Context: an optimization exercise on an open-source flow, tuned for small area and a short achievable clock period. The choices shown serve that exercise and are no tape-out recipe.
Where RTL was checked, it was by simulation tests only, not by an equivalence proof against the original.
The clock input has no modelled driver; a real chip could not lean on it and would need a root buffer or a full tree.

==> raven <==
==> flow/design.v <==
module Conway(
    input clk,
    input load,
    input [255:0] data,
    output reg [255:0] q
);
wire [255:0] p, g, vs, vc, nxt;
genvar i, j;
generate
for (i = 0; i < 16; i = i + 1) begin : row
    for (j = 0; j < 16; j = j + 1) begin : col
        conway_ha hv (.a(q[16*((i+15)%16) + j]), .b(q[16*((i+1)%16) + j]),
                      .s(p[16*i+j]), .co(g[16*i+j]));
        conway_xor sx (.a(p[16*i+j]), .b(q[16*i+j]), .y(vs[16*i+j]));
        conway_maj cx (.a(q[16*((i+15)%16) + j]), .b(q[16*i + j]), .c(q[16*((i+1)%16) + j]),
                       .y(vc[16*i+j]));
    end
end
for (i = 0; i < 16; i = i + 1) begin : row2
    for (j = 0; j < 16; j = j + 1) begin : col2
        wire n0, k, e0, e1;
        conway_fa f1 (.a(p[16*i+j]), .b(vs[16*i + (j+15)%16]), .c(vs[16*i + (j+1)%16]), .s(n0), .co(k));
        conway_fa f2 (.a(g[16*i+j]), .b(vc[16*i + (j+15)%16]), .c(vc[16*i + (j+1)%16]), .s(e0), .co(e1));
        conway_glue gl (.n0(n0), .k(k), .e0(e0), .e1(e1), .x(q[16*i+j]), .load(load), .d(data[16*i+j]), .y(nxt[16*i+j]));
    end
end
endgenerate
always @(posedge clk) q <= nxt;
endmodule
module conway_fa(input a, input b, input c, output s, output co);
    assign {co, s} = a + b + c;
endmodule
module conway_ha(input a, input b, output s, output co);
    assign {co, s} = a + b;
endmodule
module conway_xor(input a, input b, output y);
    assign y = a ^ b;
endmodule
module conway_maj(input a, input b, input c, output y);
    assign y = (a & b) | (a & c) | (b & c);
endmodule
module conway_glue(input n0, input k, input e0, input e1, input x, input load, input d, output y);
    wire life = ~e1 & (e0 ^ k) & (n0 | x);
    assign y = load ? d : life;
endmodule
==> flow/flow/run.sh <==
#!/bin/bash
# Standard ORFS layout with four changes:
#  - port buffers are plain buf_1 cells instead of the delay-buffer cells
#    buffer_ports picks by default;
#  - before floorplanning, combinational cells are set to drive strength 1
#    (flow/downsize.tcl); timing repair upsizes where needed;
#  - the clock tree is a balanced two-level tree (flow/my_cts.tcl: one root
#    buffer, one leaf buffer per group of about 21 registers) instead of
#    TritonCTS's three levels, for a shorter insertion delay;
#  - the output port buffers are buf_2 (flow/outbuf.tcl, before resizing).
set -euo pipefail
here=$(pwd)
export BUFFER_PORTS_ARGS="-buffer_cell sky130_fd_sc_hd__buf_1"
export PRE_FLOORPLAN_TCL="$here/flow/downsize.tcl"
export PRE_CTS_TCL="$here/flow/pre_cts.tcl"
export PRE_RESIZE_TCL="$here/flow/outbuf.tcl"
bash standard.sh > standard.log 2>&1
==> flow/flow/downsize.tcl <==
# Before floorplanning: give every combinational cell that synthesis mapped at
# a drive strength above 1 its _1 variant, when the library has one. Timing
# repair later upsizes again where a path needs it.
set db [ord::get_db]
set n 0
foreach inst [[ord::get_db_block] getInsts] {
  set master [$inst getMaster]
  set name [$master getName]
  if {[$master isSequential]} { continue }
  if {[regexp {^(sky130_fd_sc_hd__[a-z0-9]+)_([2-9]|1[0-9])$} $name -> base drive]} {
    set small [$db findMaster ${base}_1]
    if {$small ne "NULL" && $small ne ""} {
      $inst swapMaster $small
      incr n
    }
  }
}
puts "downsize: $n cells set to drive strength 1"
==> flow/flow/my_cts.tcl <==
# Two-level clock tree: the clock port drives one root buffer at the centre of
# the registers, which drives one leaf buffer per group of registers; the
# registers are split into nx x ny groups of equal size by position.
set nx 3
set ny 4
set leaf_master sky130_fd_sc_hd__clkbuf_16
set root_master sky130_fd_sc_hd__clkbuf_16
set db [ord::get_db]
set block [ord::get_db_block]
set clk_net [$block findNet clk]
set sinks {}
foreach it [$clk_net getITerms] {
  set inst [$it getInst]
  lassign [$inst getLocation] x y
  set m [$inst getMaster]
  lappend sinks [list $it [expr {$x + [$m getWidth]/2}] [expr {$y + [$m getHeight]/2}]]
}
set n [llength $sinks]
puts "my_cts: $n sinks"
# split by x into nx columns, each column by y into ny groups
set byx [lsort -integer -index 1 $sinks]
set groups {}
set per_col [expr {double($n) / $nx}]
for {set c 0} {$c < $nx} {incr c} {
  set col [lrange $byx [expr {int(round($c*$per_col))}] [expr {int(round(($c+1)*$per_col))-1}]]
  set col [lsort -integer -index 2 $col]
  set m [llength $col]
  set per [expr {double($m) / $ny}]
  for {set r 0} {$r < $ny} {incr r} {
    lappend groups [lrange $col [expr {int(round($r*$per))}] [expr {int(round(($r+1)*$per))-1}]]
  }
}
set lm [$db findMaster $leaf_master]
set rm [$db findMaster $root_master]
set root_net [odb::dbNet_create $block clknet_root]
$root_net setSigType CLOCK
set k 0
set sx 0; set sy 0
foreach grp $groups {
  set cx 0; set cy 0
  foreach s $grp { incr cx [lindex $s 1]; incr cy [lindex $s 2] }
  set cx [expr {$cx / [llength $grp]}]
  set cy [expr {$cy / [llength $grp]}]
  set leaf [odb::dbInst_create $block $lm clkbuf_leaf_$k]
  $leaf setLocation [expr {$cx - [$lm getWidth]/2}] [expr {$cy - [$lm getHeight]/2}]
  $leaf setPlacementStatus PLACED
  set net [odb::dbNet_create $block clknet_leaf_$k]
  $net setSigType CLOCK
  foreach s $grp {
    set it [lindex $s 0]
    $it disconnect
    $it connect $net
  }
  [$leaf findITerm X] connect $net
  [$leaf findITerm A] connect $root_net
  incr sx $cx; incr sy $cy
  puts "my_cts: leaf $k at ($cx, $cy) drives [llength $grp] sinks"
  incr k
}
set rx [expr {$sx / $k}]
set ry [expr {$sy / $k}]
set root [odb::dbInst_create $block $rm clkbuf_root]
$root setLocation [expr {$rx - [$rm getWidth]/2}] [expr {$ry - [$rm getHeight]/2}]
$root setPlacementStatus PLACED
[$root findITerm A] connect $clk_net
[$root findITerm X] connect $root_net
puts "my_cts: root at ($rx, $ry) drives $k leaves"
==> flow/flow/outbuf.tcl <==
# After global placement: the buffer on each output port drives the wire to
# the die edge; give it drive strength 2 instead of buffer_ports' buf_1.
set db [ord::get_db]
set b2 [$db findMaster sky130_fd_sc_hd__buf_2]
set n 0
foreach bt [[ord::get_db_block] getBTerms] {
  if {[$bt getIoType] ne "OUTPUT"} { continue }
  set net [$bt getNet]
  foreach it [$net getITerms] {
    if {[$it isOutputSignal]} {
      set inst [$it getInst]
      if {[[$inst getMaster] getName] eq "sky130_fd_sc_hd__buf_1"} {
        $inst swapMaster $b2
        incr n
      }
    }
  }
}
puts "outbuf: $n output port buffers set to buf_2"
==> flow/flow/pre_cts.tcl <==
# Build the two-level clock tree of my_cts.tcl in place of TritonCTS; the rest
# of ORFS's CTS step (legalisation, timing repair) runs as usual.
source [file join [file dirname [info script]] my_cts.tcl]
rename clock_tree_synthesis tritoncts_unused
proc clock_tree_synthesis {args} {
  puts "my_cts: clock tree built by my_cts.tcl, TritonCTS not run"
}
==> flow/standard.sh <==
#!/bin/bash
# synth_recipe.tcl (not shown) runs the flow's synth.tcl, then flattens the netlist and writes it again
# the make line also repeats each setting of config.mk as NAME=value (left out here)
make -C /OpenROAD-flow-scripts/flow DESIGN_CONFIG=/design/flow/config.mk WORK_HOME=/design/flow/orfs CLKGATE_MAP_FILE= SYNTH_SCRIPT=/design/flow/synth_recipe.tcl "${@:-finish}"
==> flow/config.mk <==
export PLATFORM = sky130hd
export DESIGN_NAME = Conway
export DESIGN_NICKNAME = Conway
export VERILOG_FILES = /design/flow/design.v
export SDC_FILE = /design/flow/constraint.sdc
export NUM_CORES = 4
export LEC_CHECK = 0
export CAP_MARGIN = 20
export CORE_MARGIN = 2
export CORE_UTILIZATION = 65
export SETUP_SLACK_MARGIN = 2.8
export SLEW_MARGIN = 20
export SYNTH_HIERARCHICAL = 1
export SYNTH_MINIMUM_KEEP_SIZE = 0
==> flow/constraint.sdc <==
create_clock -name core_clock -period 5.0 [get_ports {clk}]
set_input_delay 1.0000 -clock core_clock [delete_from_list [all_inputs] [get_ports {clk}]]
set_output_delay 1.0000 -clock core_clock [all_outputs]
set_load 0.01 [all_outputs]
==> quartz (differences from raven) <==
--- a/flow/design.v
+++ b/flow/design.v
@@ -11,9 +11,8 @@
     for (j = 0; j < 16; j = j + 1) begin : col
         conway_ha hv (.a(q[16*((i+15)%16) + j]), .b(q[16*((i+1)%16) + j]),
                       .s(p[16*i+j]), .co(g[16*i+j]));
-        conway_xor sx (.a(p[16*i+j]), .b(q[16*i+j]), .y(vs[16*i+j]));
-        conway_maj cx (.a(q[16*((i+15)%16) + j]), .b(q[16*i + j]), .c(q[16*((i+1)%16) + j]),
-                       .y(vc[16*i+j]));
+        conway_vsum vsum (.p(p[16*i+j]), .g(g[16*i+j]), .x(q[16*i+j]),
+                          .s(vs[16*i+j]), .c(vc[16*i+j]));
     end
 end
 for (i = 0; i < 16; i = i + 1) begin : row2
@@ -33,11 +32,15 @@
 module conway_ha(input a, input b, output s, output co);
     assign {co, s} = a + b;
 endmodule
+module conway_vsum(input p, input g, input x, output s, output c);
+    conway_xor sx (.a(p), .b(x), .y(s));
+    conway_ao  cx (.a(p), .b(x), .c(g), .y(c));
+endmodule
 module conway_xor(input a, input b, output y);
     assign y = a ^ b;
 endmodule
-module conway_maj(input a, input b, input c, output y);
-    assign y = (a & b) | (a & c) | (b & c);
+module conway_ao(input a, input b, input c, output y);
+    assign y = (a & b) | c;
 endmodule
 module conway_glue(input n0, input k, input e0, input e1, input x, input load, input d, output y);
     wire life = ~e1 & (e0 ^ k) & (n0 | x);
==> flow/flow/run.sh (replaced) <==
#!/bin/bash
# Standard ORFS layout with three changes:
#  - port buffers are plain buf_1 cells instead of the delay-buffer cells
#    buffer_ports picks by default;
#  - before floorplanning, combinational cells are set to drive strength 1
#    (flow/downsize.tcl); timing repair upsizes where needed;
#  - the clock tree is a balanced two-level tree (flow/my_cts.tcl: one root
#    buffer, one leaf buffer per group of about 21 registers) instead of
#    TritonCTS's three levels, for a shorter insertion delay.
set -euo pipefail
here=$(pwd)
export BUFFER_PORTS_ARGS="-buffer_cell sky130_fd_sc_hd__buf_1"
export PRE_FLOORPLAN_TCL="$here/flow/downsize.tcl"
export PRE_CTS_TCL="$here/flow/pre_cts.tcl"
bash standard.sh > standard.log 2>&1
--- a/flow/flow/my_cts.tcl
+++ b/flow/flow/my_cts.tcl
@@ -1,8 +1,8 @@
 # Two-level clock tree: the clock port drives one root buffer at the centre of
 # the registers, which drives one leaf buffer per group of registers; the
 # registers are split into nx x ny groups of equal size by position.
-set nx 3
-set ny 4
+set nx 2
+set ny 6
 set leaf_master sky130_fd_sc_hd__clkbuf_16
 set root_master sky130_fd_sc_hd__clkbuf_16
 set db [ord::get_db]
- SETUP_SLACK_MARGIN: 2.8 -> 3.0
removed: flow/flow/outbuf.tcl
==> run notes <==
item                                                                     quartz           raven
Synthesized Nets                                                           3586            3586
Total number of yosys warnings                                                7               7
Number of input and output port buffers inserted                            513             513
I/O pin total                                                               514             514
DP Area                                                              0.0319 mm²      0.0329 mm²
Synth Instances                                                            2560            2560
Detailed placer's ending HPWL                                          79200 µm        78600 µm
Total instance count after detailed placement                              3668            3679
Dpl ws                                                                  2.27 ns         2.28 ns
Hold buffers post-CTS                                                         0               0
Buffers inserted during post-CTS setup optimization                           0               0
Post-cts repair resize count                                                634              12
Run status                                               stopped before the end  finished clean
Last stage reached                                     global routing (5_1_grt)               -
Initial core utilization                                                  65.9%           65.8%
Die Wd                                                                   216 µm          218 µm
Routability congestion estimate from global placement                      1.03           0.973
DIE HEIGHT                                                               216 µm          218 µm
Num rows                                                                     77              78
The RTL of raven was laid out without a check of its function. In raven the design's own scripts or RTL, not TritonCTS, make the clock network.


==> v20: inputs <==
// Conway: RTL as listed in full above, without the edits since
export LEC_CHECK = 0
export CAP_MARGIN = 20
export CORE_MARGIN = 2
export CORE_UTILIZATION = 65
export SETUP_SLACK_MARGIN = 2.8
export SLEW_MARGIN = 20
export SYNTH_HIERARCHICAL = 1
export SYNTH_MINIMUM_KEEP_SIZE = 0
create_clock -name core_clock -period 5.0 [get_ports {clk}]
standard.sh (not shown) runs the stock make flow with config.mk's settings and CLKGATE_MAP_FILE= SYNTH_SCRIPT=/design/flow/synth_recipe.tcl, a recipe that flattens the netlist after the stock synthesis.
==> flow/flow/run.sh <==
#!/bin/bash
# Standard ORFS layout with three changes:
#  - port buffers are plain buf_1 cells instead of the delay-buffer cells
#    buffer_ports picks by default;
#  - before floorplanning, combinational cells are set to drive strength 1
#    (flow/downsize.tcl); timing repair upsizes where needed;
#  - the clock tree is a balanced two-level tree (flow/my_cts.tcl: one root
#    buffer, one leaf buffer per group of about 21 registers) instead of
#    TritonCTS's three levels, for a shorter insertion delay.
set -euo pipefail
here=$(pwd)
export BUFFER_PORTS_ARGS="-buffer_cell sky130_fd_sc_hd__buf_1"
export PRE_FLOORPLAN_TCL="$here/flow/downsize.tcl"
export PRE_CTS_TCL="$here/flow/pre_cts.tcl"
bash standard.sh > standard.log 2>&1
==> flow/flow/my_cts.tcl <==
# Two-level clock tree: the clock port drives one root buffer at the centre of
# the registers, which drives one leaf buffer per group of registers; the
# registers are split into nx x ny groups of equal size by position.
set nx 2
set ny 6
set leaf_master sky130_fd_sc_hd__clkbuf_16
set root_master sky130_fd_sc_hd__clkbuf_16
set db [ord::get_db]
set block [ord::get_db_block]
set clk_net [$block findNet clk]
set sinks {}
foreach it [$clk_net getITerms] {
  set inst [$it getInst]
  lassign [$inst getLocation] x y
  set m [$inst getMaster]
  lappend sinks [list $it [expr {$x + [$m getWidth]/2}] [expr {$y + [$m getHeight]/2}]]
}
set n [llength $sinks]
puts "my_cts: $n sinks"
# split by x into nx columns, each column by y into ny groups
set byx [lsort -integer -index 1 $sinks]
set groups {}
set per_col [expr {double($n) / $nx}]
for {set c 0} {$c < $nx} {incr c} {
  set col [lrange $byx [expr {int(round($c*$per_col))}] [expr {int(round(($c+1)*$per_col))-1}]]
  set col [lsort -integer -index 2 $col]
  set m [llength $col]
  set per [expr {double($m) / $ny}]
  for {set r 0} {$r < $ny} {incr r} {
    lappend groups [lrange $col [expr {int(round($r*$per))}] [expr {int(round(($r+1)*$per))-1}]]
  }
}
set lm [$db findMaster $leaf_master]
set rm [$db findMaster $root_master]
set root_net [odb::dbNet_create $block clknet_root]
$root_net setSigType CLOCK
set k 0
set sx 0; set sy 0
foreach grp $groups {
  set cx 0; set cy 0
  foreach s $grp { incr cx [lindex $s 1]; incr cy [lindex $s 2] }
  set cx [expr {$cx / [llength $grp]}]
  set cy [expr {$cy / [llength $grp]}]
  set leaf [odb::dbInst_create $block $lm clkbuf_leaf_$k]
  $leaf setLocation [expr {$cx - [$lm getWidth]/2}] [expr {$cy - [$lm getHeight]/2}]
  $leaf setPlacementStatus PLACED
  set net [odb::dbNet_create $block clknet_leaf_$k]
  $net setSigType CLOCK
  foreach s $grp {
    set it [lindex $s 0]
    $it disconnect
    $it connect $net
  }
  [$leaf findITerm X] connect $net
  [$leaf findITerm A] connect $root_net
  incr sx $cx; incr sy $cy
  puts "my_cts: leaf $k at ($cx, $cy) drives [llength $grp] sinks"
  incr k
}
set rx [expr {$sx / $k}]
set ry [expr {$sy / $k}]
set root [odb::dbInst_create $block $rm clkbuf_root]
$root setLocation [expr {$rx - [$rm getWidth]/2}] [expr {$ry - [$rm getHeight]/2}]
$root setPlacementStatus PLACED
[$root findITerm A] connect $clk_net
[$root findITerm X] connect $root_net
puts "my_cts: root at ($rx, $ry) drives $k leaves"
==> flow/flow/pre_cts.tcl <==
# Build the two-level clock tree of my_cts.tcl in place of TritonCTS; the rest
# of ORFS's CTS step (legalisation, timing repair) runs as usual.
source [file join [file dirname [info script]] my_cts.tcl]
rename clock_tree_synthesis tritoncts_unused
proc clock_tree_synthesis {args} {
  puts "my_cts: clock tree built by my_cts.tcl, TritonCTS not run"
}
Other scripts of this flow, unchanged in this note and not shown: flow/flow/downsize.tcl
==> v32: changes against v20 <==
==> flow/design.v, changed modules only <==
module Conway(
    input clk,
    input load,
    input [255:0] data,
    output reg [255:0] q
);
wire [255:0] vs, vc, nxt;
genvar i, j;
generate
for (i = 0; i < 16; i = i + 1) begin : row
    for (j = 0; j < 16; j = j + 1) begin : col
        conway_fa fv (.a(q[16*((i+15)%16) + j]), .b(q[16*i + j]), .c(q[16*((i+1)%16) + j]),
                      .s(vs[16*i+j]), .co(vc[16*i+j]));
    end
end
for (i = 0; i < 16; i = i + 1) begin : row2
    for (j = 0; j < 16; j = j + 1) begin : col2
        wire p, g, n0, k, e0, e1;
        conway_ha h1 (.a(q[16*((i+15)%16) + j]), .b(q[16*((i+1)%16) + j]), .s(p), .co(g));
        conway_fa f1 (.a(vs[16*i + (j+15)%16]), .b(vs[16*i + (j+1)%16]), .c(p), .s(n0), .co(k));
        conway_fa f2 (.a(vc[16*i + (j+15)%16]), .b(vc[16*i + (j+1)%16]), .c(g), .s(e0), .co(e1));
        conway_glue gl (.n0(n0), .k(k), .e0(e0), .e1(e1), .x(q[16*i+j]), .load(load), .d(data[16*i+j]), .y(nxt[16*i+j]));
    end
end
endgenerate
always @(posedge clk) q <= nxt;
endmodule
// module conway_xor removed
// module conway_maj removed
==> flow/flow/run.sh (replaced) <==
#!/bin/bash
# Standard ORFS layout with two changes:
#  - port buffers are plain buf_1 cells instead of the delay-buffer cells
#    buffer_ports picks by default;
#  - before floorplanning, combinational cells are set to drive strength 1
#    (flow/downsize.tcl); timing repair upsizes where needed.
set -euo pipefail
here=$(pwd)
export BUFFER_PORTS_ARGS="-buffer_cell sky130_fd_sc_hd__buf_1"
export PRE_FLOORPLAN_TCL="$here/flow/downsize.tcl"
bash standard.sh > standard.log 2>&1
- SETUP_SLACK_MARGIN: 2.8 -> 2.7
removed: flow/flow/my_cts.tcl
removed: flow/flow/pre_cts.tcl
==> v26: changes against v20 <==
==> flow/flow/run.sh (replaced) <==
#!/bin/bash
# Standard ORFS layout with four changes:
#  - port buffers are plain buf_1 cells instead of the delay-buffer cells
#    buffer_ports picks by default;
#  - before floorplanning, combinational cells are set to drive strength 1
#    (flow/downsize.tcl); timing repair upsizes where needed;
#  - the clock tree is a balanced two-level tree (flow/my_cts.tcl: one root
#    buffer, one leaf buffer per group of about 21 registers) instead of
#    TritonCTS's three levels, for a shorter insertion delay;
#  - the output port buffers are buf_2 (flow/outbuf.tcl, before resizing).
set -euo pipefail
here=$(pwd)
export BUFFER_PORTS_ARGS="-buffer_cell sky130_fd_sc_hd__buf_1"
export PRE_FLOORPLAN_TCL="$here/flow/downsize.tcl"
export PRE_CTS_TCL="$here/flow/pre_cts.tcl"
export PRE_RESIZE_TCL="$here/flow/outbuf.tcl"
bash standard.sh > standard.log 2>&1
--- a/flow/flow/my_cts.tcl
+++ b/flow/flow/my_cts.tcl
@@ -1,8 +1,8 @@
 # Two-level clock tree: the clock port drives one root buffer at the centre of
 # the registers, which drives one leaf buffer per group of registers; the
 # registers are split into nx x ny groups of equal size by position.
-set nx 2
-set ny 6
+set nx 3
+set ny 4
 set leaf_master sky130_fd_sc_hd__clkbuf_16
 set root_master sky130_fd_sc_hd__clkbuf_16
 set db [ord::get_db]
==> flow/flow/outbuf.tcl (new file) <==
# After global placement: the buffer on each output port drives the wire to
# the die edge; give it drive strength 2 instead of buffer_ports' buf_1.
set db [ord::get_db]
set b2 [$db findMaster sky130_fd_sc_hd__buf_2]
set n 0
foreach bt [[ord::get_db_block] getBTerms] {
  if {[$bt getIoType] ne "OUTPUT"} { continue }
  set net [$bt getNet]
  foreach it [$net getITerms] {
    if {[$it isOutputSignal]} {
      set inst [$it getInst]
      if {[[$inst getMaster] getName] eq "sky130_fd_sc_hd__buf_1"} {
        $inst swapMaster $b2
        incr n
      }
    }
  }
}
puts "outbuf: $n output port buffers set to buf_2"
- SETUP_SLACK_MARGIN: 2.8 -> 2.9
==> comparison table <==
Largest net degree at the start of global routing: v32 191; v26 68; v20 92
Share of the clock period used by the worst path: v32 45.76%; v26 42.61%; v20 44.05%
WL final: v32 94600 µm; v26 100600 µm; v20 95130 µm
Total inserted antenna cells: v32 11; v26 17; v20 14
Clock transition at path regs: v32 0.06 ns; v26 0.11 ns; v20 0.11 ns
Worst R2R End: v32 q[34]; v26 q[89]; v20 q[10]
Result of the run: v32 no timing/DRC/antenna violations; v26 no timing/DRC/antenna violations; v20 no timing/DRC/antenna violations
DR WL/cell: v32 27.08 µm; v26 26.30 µm; v20 25.66 µm
Overall Global Routing Usage: v32 41.30%; v26 41.52%; v20 40.40%
Count of filler cells inserted in the layout: v32 3037; v26 2960; v20 3330
Placed wire-length estimate: v32 78120 µm; v26 78550 µm; v20 78450 µm
First-pass GRT wire length: v32 145700 µm; v26 149600 µm; v20 146700 µm
Final worst hold slack: v32 0.5950 ns; v26 0.5766 ns; v20 0.5961 ns
Function not checked in v20 and v26: the RTL went through the layout flow alone. In v20 and v26 the design's own scripts or RTL, not TritonCTS, make the clock network.

==> static timing again, ports no longer ideal <==
The results above use ideal ports. As a check the final layouts listed here were re-extracted and re-timed, cells and wires unchanged.
Step 1: set_driving_cell puts a clkbuf_16 on clk and a buf_2 on each other input, an assumption about the parent block.
Step 2 times the ports against the registers' clock, not the clock port: input delays grow and output delays shrink by t, the midpoint of the rising clock arrivals with the driver on.
Slacks: no drivers / after step 1 / after step 2; pairs: no drivers / after step 1.
run | t, ns | setup slack, ns | worst hold slack (ns)
raven | 0.544 | 2.775 / 2.715 / 2.656 | 0.594 / 0.594 / 0.594
v20 | 0.522 | 2.797 / 2.736 / 2.680 | 0.596 / 0.596 / 0.596
v32 | 0.611 | 2.712 / 2.651 / 2.196 | 0.595 / 0.585 / 0.595
v26 | 0.542 | 2.870 / 2.838 / 2.667 | 0.577 / 0.577 / 0.577
After both steps setup and hold are still met in every run listed. For v32, which loses most, drivers alone change the setup slack by -0.061 ns; drivers and shift together by -0.516 ns.
